Background: an optimization exercise with open tools, aiming at small area. Do not read the settings as production practice. Only simulation tests tie the RTL to the original design; equivalence was not proved. Power is estimated from default activity; no workload was simulated.

==> flow/design.v <==
`timescale 1ns / 1ps
module calc_5(
	 input [0:0] sw,
	 input rst,
	 input clk16M,
	 input clk,
	 input mosi,
	 output [7:0] seg_n,
	 output [3:0] dig_n,
	 output [4:0] col_n,
	 output [7:0] ld
    );
assign col_n = 5'h1f;
reg [1:0] ce;
always @(posedge clk16M)
	if (rst) ce <= 2'b00;
	else     ce <= {ce[0], clk};
wire pulse = ce[1] & ~ce[0];
reg [9:0] shr;
wire rdy = ~shr[0] & shr[9];
always @(posedge clk16M)
	if (rst | rdy) shr <= 10'h3ff;
	else if (pulse) shr <= {mosi, shr[9:1]};
reg [7:0] data;
always @(posedge clk16M)
	if (rst) data <= 8'd0;
	else if (rdy) data <= shr[8:1];
assign ld = data;
wire [7:0] c = shr[8:1];
wire is_op  = (c == 8'h2B) | (c == 8'h2D) | (c == 8'h2A) | (c == 8'h2F);
wire is_eq  = (c == 8'h3D) | (c == 8'h0D);
wire is_num = (c[7:4] == 4'h3) & (c[3:0] <= 4'd9);
wire is_esc = (c == 8'h1B);
localparam OPA = 3'b000, OPA2 = 3'b001, OP = 3'b010, RESD = 3'b011,
           OPB = 3'b100, OPB2 = 3'b101, EQU = 3'b110, RESB = 3'b111;
reg [2:0] st;
reg [6:0] A, B;
reg [1:0] opc;       
wire valid = (st == RESD) | (st == RESB);    
wire busy = (st == RESB);                    
wire wait_a = (st == OPA) | valid;           
wire done;
wire go = rdy & ~is_esc;
wire ld_a1 = go & is_num & wait_a;
wire ld_a2 = go & is_num & (st == OPA2);
wire ld_b1 = go & is_num & (st == OPB);
wire ld_b2 = go & is_num & (st == OPB2);
wire set_op = go & is_op & ((st == OPA2) | (st == OP));
wire start = go & is_eq & ((st == OPB2) | (st == EQU));
always @(posedge clk16M)
	if (rst) st <= OPA;
	else if (rdy) begin
		if (is_esc) begin
			if (!valid) st <= OPA;
		end else case (st)
			OPA, RESD, RESB: if (is_num) st <= OPA2;
			OPA2: if (is_num) st <= OP; else if (is_op) st <= OPB;
			OP:   if (is_op) st <= OPB;
			OPB:  if (is_num) st <= OPB2;
			OPB2: if (is_num) st <= EQU; else if (is_eq) st <= RESB;
			EQU:  if (is_eq) st <= RESB;
		endcase
	end else if (busy & done) st <= RESD;
wire [3:0] prev = (st == OPA2) ? A[3:0] : (st == OPB2) ? B[3:0] : 4'd0;
wire [6:0] two = rst ? 7'd0 : prev * 4'd10 + c[3:0];
always @(posedge clk16M)
	if (rst | ld_a1 | ld_a2) A <= two;
always @(posedge clk16M)
	if (rst | ld_b1 | ld_b2) B <= two;
always @(posedge clk16M)
	if (set_op) opc <= {c[1] & (~c[0] | c[2]), c[2]};
reg [6:0] p;
reg [8:0] q;
wire p100 = (p == 7'h34);
wire tc = p100 & (q == 9'h057);
always @(posedge clk16M)
	if (rst | p100) p <= 7'h7f;
	else p <= {p[5:0], p[6] ^ p[5]};
always @(posedge clk16M)
	if (rst | tc) q <= 9'h1ff;
	else if (p100) q <= {q[7:0], q[8] ^ q[4]};
reg [1:0] dsel;      
always @(posedge clk16M)
	if (rst) dsel <= 2'd0;
	else if (tc) dsel <= dsel + 2'd1;
wire [3:0] dg = ~(4'b0001 << dsel);
assign dig_n = dg;
reg [6:0] x, r;
reg [15:0] res;
wire xa = (x == A);
wire rb = (r == B);
wire bz = (B == 7'd0);
wire aligned = ~&x;      
wire is_div = (opc == 2'd3);
reg x_inc, r_inc, r_clr, res_inc, done_c;
assign done = done_c;
always @(*) begin
	x_inc = 0; r_inc = 0; r_clr = 0; res_inc = 0; done_c = 0;
	case (opc)
		2'd0: begin  
			if (!xa) begin x_inc = 1; res_inc = 1; end
			else if (!rb) begin r_inc = 1; res_inc = 1; end
			else done_c = 1;
		end
		2'd1: begin  
			if (xa) done_c = rb;
			else begin x_inc = 1; if (rb) res_inc = 1; else r_inc = 1; end
		end
		2'd2: begin  
			if (xa) done_c = 1;
			else if (rb) begin r_clr = 1; x_inc = 1; end
			else begin r_inc = 1; res_inc = 1; end
		end
		2'd3: begin  
			x_inc = p100 & ~xa;
			if (xa) begin
				if (rb) begin r_clr = 1; res_inc = 1; end
				else done_c = ~bz;
			end else if (aligned) begin
				r_inc = 1;
				if (rb) begin r_clr = 1; res_inc = 1; end
			end
		end
	endcase
end
always @(posedge clk16M)
	if (~busy) begin
		x <= {7{is_div}}; r <= 7'd0;
	end else begin
		if (x_inc) x <= x + 7'd1;
		r <= (r_clr ? 7'd0 : r) + {6'd0, r_inc};
	end
wire [3:0] r0 = res[3:0], r1 = res[7:4], r2 = res[11:8], r3 = res[15:12];
wire c0 = res_inc & (r0 == 4'd9);
wire c1 = c0 & (r1 == 4'd9);
wire c2 = c1 & (r2 == 4'd9);
always @(posedge clk16M)
	if (~valid) res <= 16'd0;
	else if (busy & res_inc) begin
		res[3:0]   <= c0 ? 4'd0 : r0 + 4'd1;
		if (c0) res[7:4]   <= c1 ? 4'd0 : r1 + 4'd1;
		if (c1) res[11:8]  <= c2 ? 4'd0 : r2 + 4'd1;
		if (c2) res[15:12] <= r3 + 4'd1;
	end
reg [3:0] hexd, bcdd;
always @(*)
	case (dsel)
		2'd0: begin hexd = B[3:0];         bcdd = r0; end
		2'd1: begin hexd = {1'b0, B[6:4]}; bcdd = r1; end
		2'd2: begin hexd = A[3:0];         bcdd = r2; end
		default: begin hexd = {1'b0, A[6:4]}; bcdd = r3; end
	endcase
wire s = sw[0];
wire blank = ~s & ~valid;
wire dp = ~s & (~valid | (is_div & (dsel == 2'd2)));
wire [3:0] nib = busy ? 4'hE : ((s | ~valid) ? hexd : bcdd);
reg [6:0] seg;
always @(*)
	if (blank) seg = 7'b1111111;
	else case (nib)
		4'h1: seg = 7'b1111001;
		4'h2: seg = 7'b0100100;
		4'h3: seg = 7'b0110000;
		4'h4: seg = 7'b0011001;
		4'h5: seg = 7'b0010010;
		4'h6: seg = 7'b0000010;
		4'h7: seg = 7'b1111000;
		4'h8: seg = 7'b0000000;
		4'h9: seg = 7'b0010000;
		4'hA: seg = 7'b0001000;
		4'hB: seg = 7'b0000011;
		4'hC: seg = 7'b1000110;
		4'hD: seg = 7'b0100001;
		4'hE: seg = 7'b0000110;
		4'hF: seg = 7'b0001110;
		default: seg = 7'b1000000;
	endcase
assign seg_n = {~dp, seg};
endmodule
export LEC_CHECK = 0
export CAP_MARGIN = 20
export CORE_MARGIN = 2
export CORE_UTILIZATION = 40
export SLEW_MARGIN = 20
create_clock -name core_clock -period 10.0 [get_ports {clk16M}]
standard.sh (not shown) runs the stock make flow with config.mk's settings and CLKGATE_MAP_FILE= SYNTH_SCRIPT=/design/flow/synth_recipe.tcl, a recipe that flattens the netlist after the stock synthesis.
==> flow/flow/run.sh <==
#!/bin/bash
# Own layout flow: the standard flow (standard.sh) with three area changes.
#  1. Synthesis: the standard flow's synthesis script, except that the final ABC mapping uses Yosys's
#     area-oriented ABC script (flow/area.abc) instead of ORFS's, and adders are not pre-mapped to
#     half/full-adder cells. The registers are checked against the standard synthesis's and the
#     standard netlist is used if they differ.
#  2. Port buffers: buffer_ports with the smallest buffer (every port still gets a buffer).
#  3. CTS: settings from flow/cts_args.txt (no dummy loads, smaller clock buffers).
# Every tool's output goes to a log file of its own in the work folder.
set -euo pipefail
W=$PWD
R=$W/orfs/results/$FLOW_PLATFORM/calc_5/base
HERE=$(cd "$(dirname "${BASH_SOURCE[0]}")" && pwd)

bash standard.sh synth > $W/log_std_synth.txt 2>&1
flops() { grep -oE '^ *sky130_fd_sc_hd__(df|edf|sdf|dl)[a-z0-9_]+ +[^ ]+' "$1" | sed -E 's/_[0-9]+ +/ /; s/^ *//' | sort; }
flops $R/1_2_yosys.v > $W/flops_std.txt
mkdir -p $W/std_synth
cp $R/1_2_yosys.v $R/1_2_yosys.sdc $R/1_synth.odb $R/1_synth.sdc $W/std_synth/

# 1b. own synthesis: same script with the ABC call replaced
{ echo "set own_abc_script $HERE/area.abc"; sed "s/^set own_abc_script.*//" "$HERE/abc_override.tcl"; cat $W/synth_recipe.tcl; } > $W/own_synth.tcl
rm -f $R/1_2_yosys.v $R/1_2_yosys.sdc $R/1_synth.odb $R/1_synth.sdc
MAKECMD=$(grep -E '^make ' standard.sh | sed -E 's#"\$\{@:-finish\}"##; s#SYNTH_SCRIPT=[^ ]+#SYNTH_SCRIPT='"$W"'/own_synth.tcl#')
if eval "$MAKECMD ADDER_MAP_FILE= synth" > $W/log_own_synth.txt 2>&1; then
  flops $R/1_2_yosys.v > $W/flops_own.txt
else
  : > $W/flops_own.txt
fi
if ! cmp -s $W/flops_std.txt $W/flops_own.txt; then
  echo "own synthesis registers differ from the standard synthesis: using the standard netlist" | tee $W/log_fallback.txt
  cp $W/std_synth/* $R/
fi
touch $R/1_synth.odb $R/1_synth.sdc

# 2-3. the rest of the standard flow
export BUFFER_PORTS_ARGS="-buffer_cell sky130_fd_sc_hd__buf_1"
if [[ -s "$HERE/cts_args.txt" ]]; then export CTS_ARGS="$(cat "$HERE/cts_args.txt")"; fi
bash standard.sh > $W/log_std_finish.txt 2>&1
Other scripts of this flow, unchanged in this note and not shown: flow/flow/abc_override.tcl, flow/flow/area.abc, flow/flow/cts_args.txt
Rerun with:
--- a/flow/design.v
+++ b/flow/design.v
@@ -72,11 +72,11 @@
 reg [6:0] p;
 reg [8:0] q;
-wire p100 = (p == 7'h34);
-wire tc = p100 & (q == 9'h057);
+wire p100 = ((p & 7'b1110101) == (7'h5d & 7'b1110101));
+wire tc = p100 & ((q & 9'b110011111) == (9'h0f8 & 9'b110011111));
 always @(posedge clk16M)
-	if (rst | p100) p <= 7'h7f;
+	if (rst | p100) p <= 7'h01;
 	else p <= {p[5:0], p[6] ^ p[5]};
 always @(posedge clk16M)
-	if (rst | tc) q <= 9'h1ff;
+	if (rst | tc) q <= 9'h001;
 	else if (p100) q <= {q[7:0], q[8] ^ q[4]};
 reg [1:0] dsel;      
@@ -91,5 +91,5 @@
 wire rb = (r == B);
 wire bz = (B == 7'd0);
-wire aligned = ~&x;      
+wire aligned = ~&x[6:4];  
 wire is_div = (opc == 2'd3);
 reg x_inc, r_inc, r_clr, res_inc, done_c;
@@ -131,15 +131,18 @@
 		r <= (r_clr ? 7'd0 : r) + {6'd0, r_inc};
 	end
+function [3:0] bcd_inc(input [3:0] d);
+	bcd_inc = {d[3] ? ~d[0] : &d[2:0], d[2] ^ (d[1] & d[0]), d[0] ? ~d[1] & ~d[3] : d[1], ~d[0]};
+endfunction
 wire [3:0] r0 = res[3:0], r1 = res[7:4], r2 = res[11:8], r3 = res[15:12];
-wire c0 = res_inc & (r0 == 4'd9);
-wire c1 = c0 & (r1 == 4'd9);
-wire c2 = c1 & (r2 == 4'd9);
+wire c0 = res_inc & r0[3] & r0[0];
+wire c1 = c0 & r1[3] & r1[0];
+wire c2 = c1 & r2[3] & r2[0];
 always @(posedge clk16M)
 	if (~valid) res <= 16'd0;
 	else if (busy & res_inc) begin
-		res[3:0]   <= c0 ? 4'd0 : r0 + 4'd1;
-		if (c0) res[7:4]   <= c1 ? 4'd0 : r1 + 4'd1;
-		if (c1) res[11:8]  <= c2 ? 4'd0 : r2 + 4'd1;
-		if (c2) res[15:12] <= r3 + 4'd1;
+		res[3:0] <= bcd_inc(r0);
+		if (c0) res[7:4]   <= bcd_inc(r1);
+		if (c1) res[11:8]  <= bcd_inc(r2);
+		if (c2) res[15:12] <= bcd_inc(r3);
 	end
 reg [3:0] hexd, bcdd;
After rerunning: Clock skew stays flat; power rises by 0.68%; worst setup slack improves by 0.45 ns; critical path depth goes down by 3; final area shrinks by 1.0%; global-route usage came out lower by 0.60 points; sequential share of layout area went up by 0.46 points; routed wire length came out lower by 3.7%; area after synthesis shrinks by 0.75%; clock-buffer cell count stays the same.


Another version of the RTL of calc_5 (not shown whole).
For scale: about 450 cells after synthesis, ~30 I/O pins, about 0.0041 mm² of cells after synthesis.
==> module calc_5, before the edit <==
module calc_5(
	 input [0:0] sw,
	 input rst,
	 input clk16M,
	 input clk,
	 input mosi,
	 output [7:0] seg_n,
	 output [3:0] dig_n,
	 output [4:0] col_n,
	 output [7:0] ld
    );
assign col_n = 5'h1f;
reg [1:0] ce;
always @(posedge clk16M)
	if (rst) ce <= 2'b00;
	else     ce <= {ce[0], clk};
wire pulse = ce[1] & ~ce[0];
reg [9:0] shr;
wire rdy = ~shr[0] & shr[9];
always @(posedge clk16M)
	if (rst | rdy) shr <= 10'h3ff;
	else if (pulse) shr <= {mosi, shr[9:1]};
reg [7:0] data;
always @(posedge clk16M)
	if (rst) data <= 8'd0;
	else if (rdy) data <= shr[8:1];
assign ld = data;
wire [7:0] c = shr[8:1];
wire is_op  = (c == 8'h2B) | (c == 8'h2D) | (c == 8'h2A) | (c == 8'h2F);
wire is_eq  = (c == 8'h3D) | (c == 8'h0D);
wire is_num = (c[7:4] == 4'h3) & (c[3:0] <= 4'd9);
wire is_esc = (c == 8'h1B);
localparam OPA = 3'b000, OPA2 = 3'b001, OP = 3'b011, OPB = 3'b100, OPB2 = 3'b101, EQU = 3'b111;
reg [2:0] st;
reg [6:0] A, B;
reg [1:0] opc;       
reg valid;           
reg busy;            
wire go = rdy & ~is_esc;
wire ld_a1 = go & is_num & (st == OPA);
wire ld_a2 = go & is_num & (st == OPA2);
wire ld_b1 = go & is_num & (st == OPB);
wire ld_b2 = go & is_num & (st == OPB2);
wire set_op = go & is_op & ((st == OPA2) | (st == OP));
wire start = go & is_eq & ((st == OPB2) | (st == EQU));
always @(posedge clk16M)
	if (rst) st <= OPA;
	else if (rdy) begin
		if (is_esc) st <= OPA;
		else case (st)
			OPA:  if (is_num) st <= OPA2;
			OPA2: if (is_num) st <= OP; else if (is_op) st <= OPB;
			OP:   if (is_op) st <= OPB;
			OPB:  if (is_num) st <= OPB2;
			OPB2: if (is_num) st <= EQU; else if (is_eq) st <= OPA;
			EQU:  if (is_eq) st <= OPA;
			default: st <= OPA;
		endcase
	end
wire [3:0] prev = (st == OPA2) ? A[3:0] : (st == OPB2) ? B[3:0] : 4'd0;
wire [6:0] two = rst ? 7'd0 : prev * 4'd10 + c[3:0];
always @(posedge clk16M)
	if (rst | ld_a1 | ld_a2) A <= two;
always @(posedge clk16M)
	if (rst | ld_b1 | ld_b2) B <= two;
always @(posedge clk16M)
	if (set_op) opc <= {c[1] & (~c[0] | c[2]), c[2]};
always @(posedge clk16M)
	if (rst | ld_a1) valid <= 1'b0;
	else if (start) valid <= 1'b1;
reg [6:0] p;
reg [8:0] q;
wire p100 = (p == 7'h34);
wire tc = p100 & (q == 9'h057);
always @(posedge clk16M)
	if (rst | p100) p <= 7'h7f;
	else p <= {p[5:0], p[6] ^ p[5]};
always @(posedge clk16M)
	if (rst | tc) q <= 9'h1ff;
	else if (p100) q <= {q[7:0], q[8] ^ q[4]};
reg [1:0] dsel;      
always @(posedge clk16M)
	if (rst) dsel <= 2'd0;
	else if (tc) dsel <= dsel + 2'd1;
wire [3:0] dg = ~(4'b0001 << dsel);
assign dig_n = dg;
reg [6:0] x, r;
reg [15:0] res;
wire xa = (x == A);
wire rb = (r == B);
wire bz = (B == 7'd0);
wire aligned = ~&x;      
wire is_div = (opc == 2'd3);
reg x_inc, r_inc, r_clr, res_inc, done;
always @(*) begin
	x_inc = 0; r_inc = 0; r_clr = 0; res_inc = 0; done = 0;
	case (opc)
		2'd0: begin  
			if (!xa) begin x_inc = 1; res_inc = 1; end
			else if (!rb) begin r_inc = 1; res_inc = 1; end
			else done = 1;
		end
		2'd1: begin  
			if (xa) done = rb;
			else begin x_inc = 1; if (rb) res_inc = 1; else r_inc = 1; end
		end
		2'd2: begin  
			if (xa) done = 1;
			else if (rb) begin r_clr = 1; x_inc = 1; end
			else begin r_inc = 1; res_inc = 1; end
		end
		2'd3: begin  
			x_inc = p100 & ~xa;
			if (xa) begin
				if (rb) begin r_clr = 1; res_inc = 1; end
				else done = ~bz;
			end else if (aligned) begin
				r_inc = 1;
				if (rb) begin r_clr = 1; res_inc = 1; end
			end
		end
	endcase
end
always @(posedge clk16M)
	if (rst | ld_a1) busy <= 1'b0;
	else if (start) busy <= 1'b1;
	else if (done) busy <= 1'b0;
always @(posedge clk16M)
	if (~busy) begin
		x <= {7{is_div}}; r <= 7'd0;
	end else begin
		if (x_inc) x <= x + 7'd1;
		r <= (r_clr ? 7'd0 : r) + {6'd0, r_inc};
	end
wire [3:0] r0 = res[3:0], r1 = res[7:4], r2 = res[11:8], r3 = res[15:12];
wire c0 = res_inc & (r0 == 4'd9);
wire c1 = c0 & (r1 == 4'd9);
wire c2 = c1 & (r2 == 4'd9);
always @(posedge clk16M)
	if (start) res <= 16'd0;
	else if (busy & res_inc) begin
		res[3:0]   <= c0 ? 4'd0 : r0 + 4'd1;
		if (c0) res[7:4]   <= c1 ? 4'd0 : r1 + 4'd1;
		if (c1) res[11:8]  <= c2 ? 4'd0 : r2 + 4'd1;
		if (c2) res[15:12] <= r3 + 4'd1;
	end
reg [3:0] hexd, bcdd;
always @(*)
	case (dsel)
		2'd0: begin hexd = B[3:0];         bcdd = r0; end
		2'd1: begin hexd = {1'b0, B[6:4]}; bcdd = r1; end
		2'd2: begin hexd = A[3:0];         bcdd = r2; end
		default: begin hexd = {1'b0, A[6:4]}; bcdd = r3; end
	endcase
wire s = sw[0];
wire blank = ~s & ~valid;
wire dp = ~s & (~valid | (is_div & (dsel == 2'd2)));
wire [3:0] nib = busy ? 4'hE : ((s | ~valid) ? hexd : bcdd);
reg [6:0] seg;
always @(*)
	if (blank) seg = 7'b1111111;
	else case (nib)
		4'h1: seg = 7'b1111001;
		4'h2: seg = 7'b0100100;
		4'h3: seg = 7'b0110000;
		4'h4: seg = 7'b0011001;
		4'h5: seg = 7'b0010010;
		4'h6: seg = 7'b0000010;
		4'h7: seg = 7'b1111000;
		4'h8: seg = 7'b0000000;
		4'h9: seg = 7'b0010000;
		4'hA: seg = 7'b0001000;
		4'hB: seg = 7'b0000011;
		4'hC: seg = 7'b1000110;
		4'hD: seg = 7'b0100001;
		4'hE: seg = 7'b0000110;
		4'hF: seg = 7'b0001110;
		default: seg = 7'b1000000;
	endcase
assign seg_n = {~dp, seg};
endmodule
clock: 10.0 ns
lec_check: 0
cap_margin: 20
core_margin: 2
core_utilization: 40
slew_margin: 20
==> flow/flow/abc_override.tcl <==
# Final technology mapping for area: ABC with flow/area.abc instead of ORFS's script, and
# without ORFS's -constr and -D (no delay target, no buffering or upsizing in ABC).
set own_abc_script [file join [file dirname [info script]] area.abc]
proc abc {args} {
  global own_abc_script
  set out [list -script $own_abc_script]
  set i 0
  while {$i < [llength $args]} {
    set a [lindex $args $i]
    if {$a in {-script -constr -D}} { incr i 2; continue }
    lappend out $a
    incr i
  }
  puts "own flow: abc $out"
  yosys abc {*}$out
}
==> flow/flow/area.abc <==
strash
&get -n
&deepsyn -J 200
&put
&get -n
&st
&dch -f
&nf -R 1000
&put
topo
==> flow/flow/cts_args.txt <==
-sink_clustering_enable -repair_clock_nets -dont_use_dummy_load -buf_list sky130_fd_sc_hd__clkbuf_8
Scripts as last shown in full above: flow/flow/run.sh
==> next run, changes <==
--- a/flow/design.v
+++ b/flow/design.v
@@ -29,48 +29,48 @@
 wire [7:0] c = shr[8:1];
 wire is_op  = (c == 8'h2B) | (c == 8'h2D) | (c == 8'h2A) | (c == 8'h2F);
 wire is_eq  = (c == 8'h3D) | (c == 8'h0D);
 wire is_num = (c[7:4] == 4'h3) & (c[3:0] <= 4'd9);
 wire is_esc = (c == 8'h1B);
-localparam OPA = 3'b000, OPA2 = 3'b001, OP = 3'b011, OPB = 3'b100, OPB2 = 3'b101, EQU = 3'b111;
+localparam OPA = 3'b000, OPA2 = 3'b001, OP = 3'b011, RESD = 3'b010,
+           OPB = 3'b100, OPB2 = 3'b101, EQU = 3'b111, RESB = 3'b110;
 reg [2:0] st;
 reg [6:0] A, B;
 reg [1:0] opc;       
-reg valid;           
-reg busy;            
+wire valid = (st == RESD) | (st == RESB);    
+wire busy = (st == RESB);                    
+wire wait_a = (st == OPA) | valid;           
+wire done;
 wire go = rdy & ~is_esc;
-wire ld_a1 = go & is_num & (st == OPA);
+wire ld_a1 = go & is_num & wait_a;
 wire ld_a2 = go & is_num & (st == OPA2);
 wire ld_b1 = go & is_num & (st == OPB);
 wire ld_b2 = go & is_num & (st == OPB2);
 wire set_op = go & is_op & ((st == OPA2) | (st == OP));
 wire start = go & is_eq & ((st == OPB2) | (st == EQU));
 always @(posedge clk16M)
 	if (rst) st <= OPA;
 	else if (rdy) begin
-		if (is_esc) st <= OPA;
-		else case (st)
-			OPA:  if (is_num) st <= OPA2;
+		if (is_esc) begin
+			if (!valid) st <= OPA;
+		end else case (st)
+			OPA, RESD, RESB: if (is_num) st <= OPA2;
 			OPA2: if (is_num) st <= OP; else if (is_op) st <= OPB;
 			OP:   if (is_op) st <= OPB;
 			OPB:  if (is_num) st <= OPB2;
-			OPB2: if (is_num) st <= EQU; else if (is_eq) st <= OPA;
-			EQU:  if (is_eq) st <= OPA;
-			default: st <= OPA;
+			OPB2: if (is_num) st <= EQU; else if (is_eq) st <= RESB;
+			EQU:  if (is_eq) st <= RESB;
 		endcase
-	end
+	end else if (busy & done) st <= RESD;
 wire [3:0] prev = (st == OPA2) ? A[3:0] : (st == OPB2) ? B[3:0] : 4'd0;
 wire [6:0] two = rst ? 7'd0 : prev * 4'd10 + c[3:0];
 always @(posedge clk16M)
 	if (rst | ld_a1 | ld_a2) A <= two;
 always @(posedge clk16M)
 	if (rst | ld_b1 | ld_b2) B <= two;
 always @(posedge clk16M)
 	if (set_op) opc <= {c[1] & (~c[0] | c[2]), c[2]};
-always @(posedge clk16M)
-	if (rst | ld_a1) valid <= 1'b0;
-	else if (start) valid <= 1'b1;
 reg [6:0] p;
 reg [8:0] q;
 wire p100 = (p == 7'h34);
 wire tc = p100 & (q == 9'h057);
 always @(posedge clk16M)
@@ -90,44 +90,41 @@
 wire xa = (x == A);
 wire rb = (r == B);
 wire bz = (B == 7'd0);
 wire aligned = ~&x;      
 wire is_div = (opc == 2'd3);
-reg x_inc, r_inc, r_clr, res_inc, done;
+reg x_inc, r_inc, r_clr, res_inc, done_c;
+assign done = done_c;
 always @(*) begin
-	x_inc = 0; r_inc = 0; r_clr = 0; res_inc = 0; done = 0;
+	x_inc = 0; r_inc = 0; r_clr = 0; res_inc = 0; done_c = 0;
 	case (opc)
 		2'd0: begin  
 			if (!xa) begin x_inc = 1; res_inc = 1; end
 			else if (!rb) begin r_inc = 1; res_inc = 1; end
-			else done = 1;
+			else done_c = 1;
 		end
 		2'd1: begin  
-			if (xa) done = rb;
+			if (xa) done_c = rb;
 			else begin x_inc = 1; if (rb) res_inc = 1; else r_inc = 1; end
 		end
 		2'd2: begin  
-			if (xa) done = 1;
+			if (xa) done_c = 1;
 			else if (rb) begin r_clr = 1; x_inc = 1; end
 			else begin r_inc = 1; res_inc = 1; end
 		end
 		2'd3: begin  
 			x_inc = p100 & ~xa;
 			if (xa) begin
 				if (rb) begin r_clr = 1; res_inc = 1; end
-				else done = ~bz;
+				else done_c = ~bz;
 			end else if (aligned) begin
 				r_inc = 1;
 				if (rb) begin r_clr = 1; res_inc = 1; end
 			end
 		end
 	endcase
 end
-always @(posedge clk16M)
-	if (rst | ld_a1) busy <= 1'b0;
-	else if (start) busy <= 1'b1;
-	else if (done) busy <= 1'b0;
 always @(posedge clk16M)
 	if (~busy) begin
 		x <= {7{is_div}}; r <= 7'd0;
 	end else begin
 		if (x_inc) x <= x + 7'd1;
@@ -136,11 +133,11 @@
 wire [3:0] r0 = res[3:0], r1 = res[7:4], r2 = res[11:8], r3 = res[15:12];
 wire c0 = res_inc & (r0 == 4'd9);
 wire c1 = c0 & (r1 == 4'd9);
 wire c2 = c1 & (r2 == 4'd9);
 always @(posedge clk16M)
-	if (start) res <= 16'd0;
+	if (~valid) res <= 16'd0;
 	else if (busy & res_inc) begin
 		res[3:0]   <= c0 ? 4'd0 : r0 + 4'd1;
 		if (c0) res[7:4]   <= c1 ? 4'd0 : r1 + 4'd1;
 		if (c1) res[11:8]  <= c2 ? 4'd0 : r2 + 4'd1;
 		if (c2) res[15:12] <= r3 + 4'd1;
What happened:
- The new run finished clean
- hold slack is better by 0.020 ns
- wire length grows by a few percent
- sequential share of layout area shrinks by 0.36 points
- die area shrinks slightly
- power shrinks by a few percent
- clock-buffer cell count stays the same
- combinational power shrinks by a quarter to a third
- final area shrinks slightly
- area after synthesis shrinks slightly
- clock power stays flat

afterwards: timing with drivers on the ports:
How much do the figures lean on ideal ports? The routed layouts below were timed once more, with nothing changed but the port constraints.
Step 1: set_driving_cell puts a clkbuf_16 on clk16M and a buf_2 on each other input, an assumption about the parent block.
Step 2, shift: input delay + t, output delay - t, t = (earliest + latest rising clock arrival at the registers) / 2. This alone moves slack from input paths to output paths.
a / b / c = ideal ports / drivers / drivers and shift; a / b = the first two.
run | t, ns | slack for setup (ns) | worst setup path at the end | worst register clock-pin slew, ns | worst slew at a driven data input, ns
the first run of note 1 | 0.370 | 3.566 / 3.540 / 3.540 | input to output | 0.09 / 0.09 | 0.03
the second run of note 1 | 0.373 | 4.012 / 3.977 / 3.977 | input to output | 0.09 / 0.09 | 0.04
the first run of note 2 | 0.378 | 3.922 / 3.884 / 3.884 | input to output | 0.09 / 0.09 | 0.04
the second run of note 2 | 0.365 | 3.768 / 3.741 / 3.741 | input to output | 0.09 / 0.09 | 0.03
After both steps setup and hold are still met in every run listed. The setup slack of the first run of note 2, which loses most, moves by -0.038 ns with the drivers and by -0.038 ns with both steps.
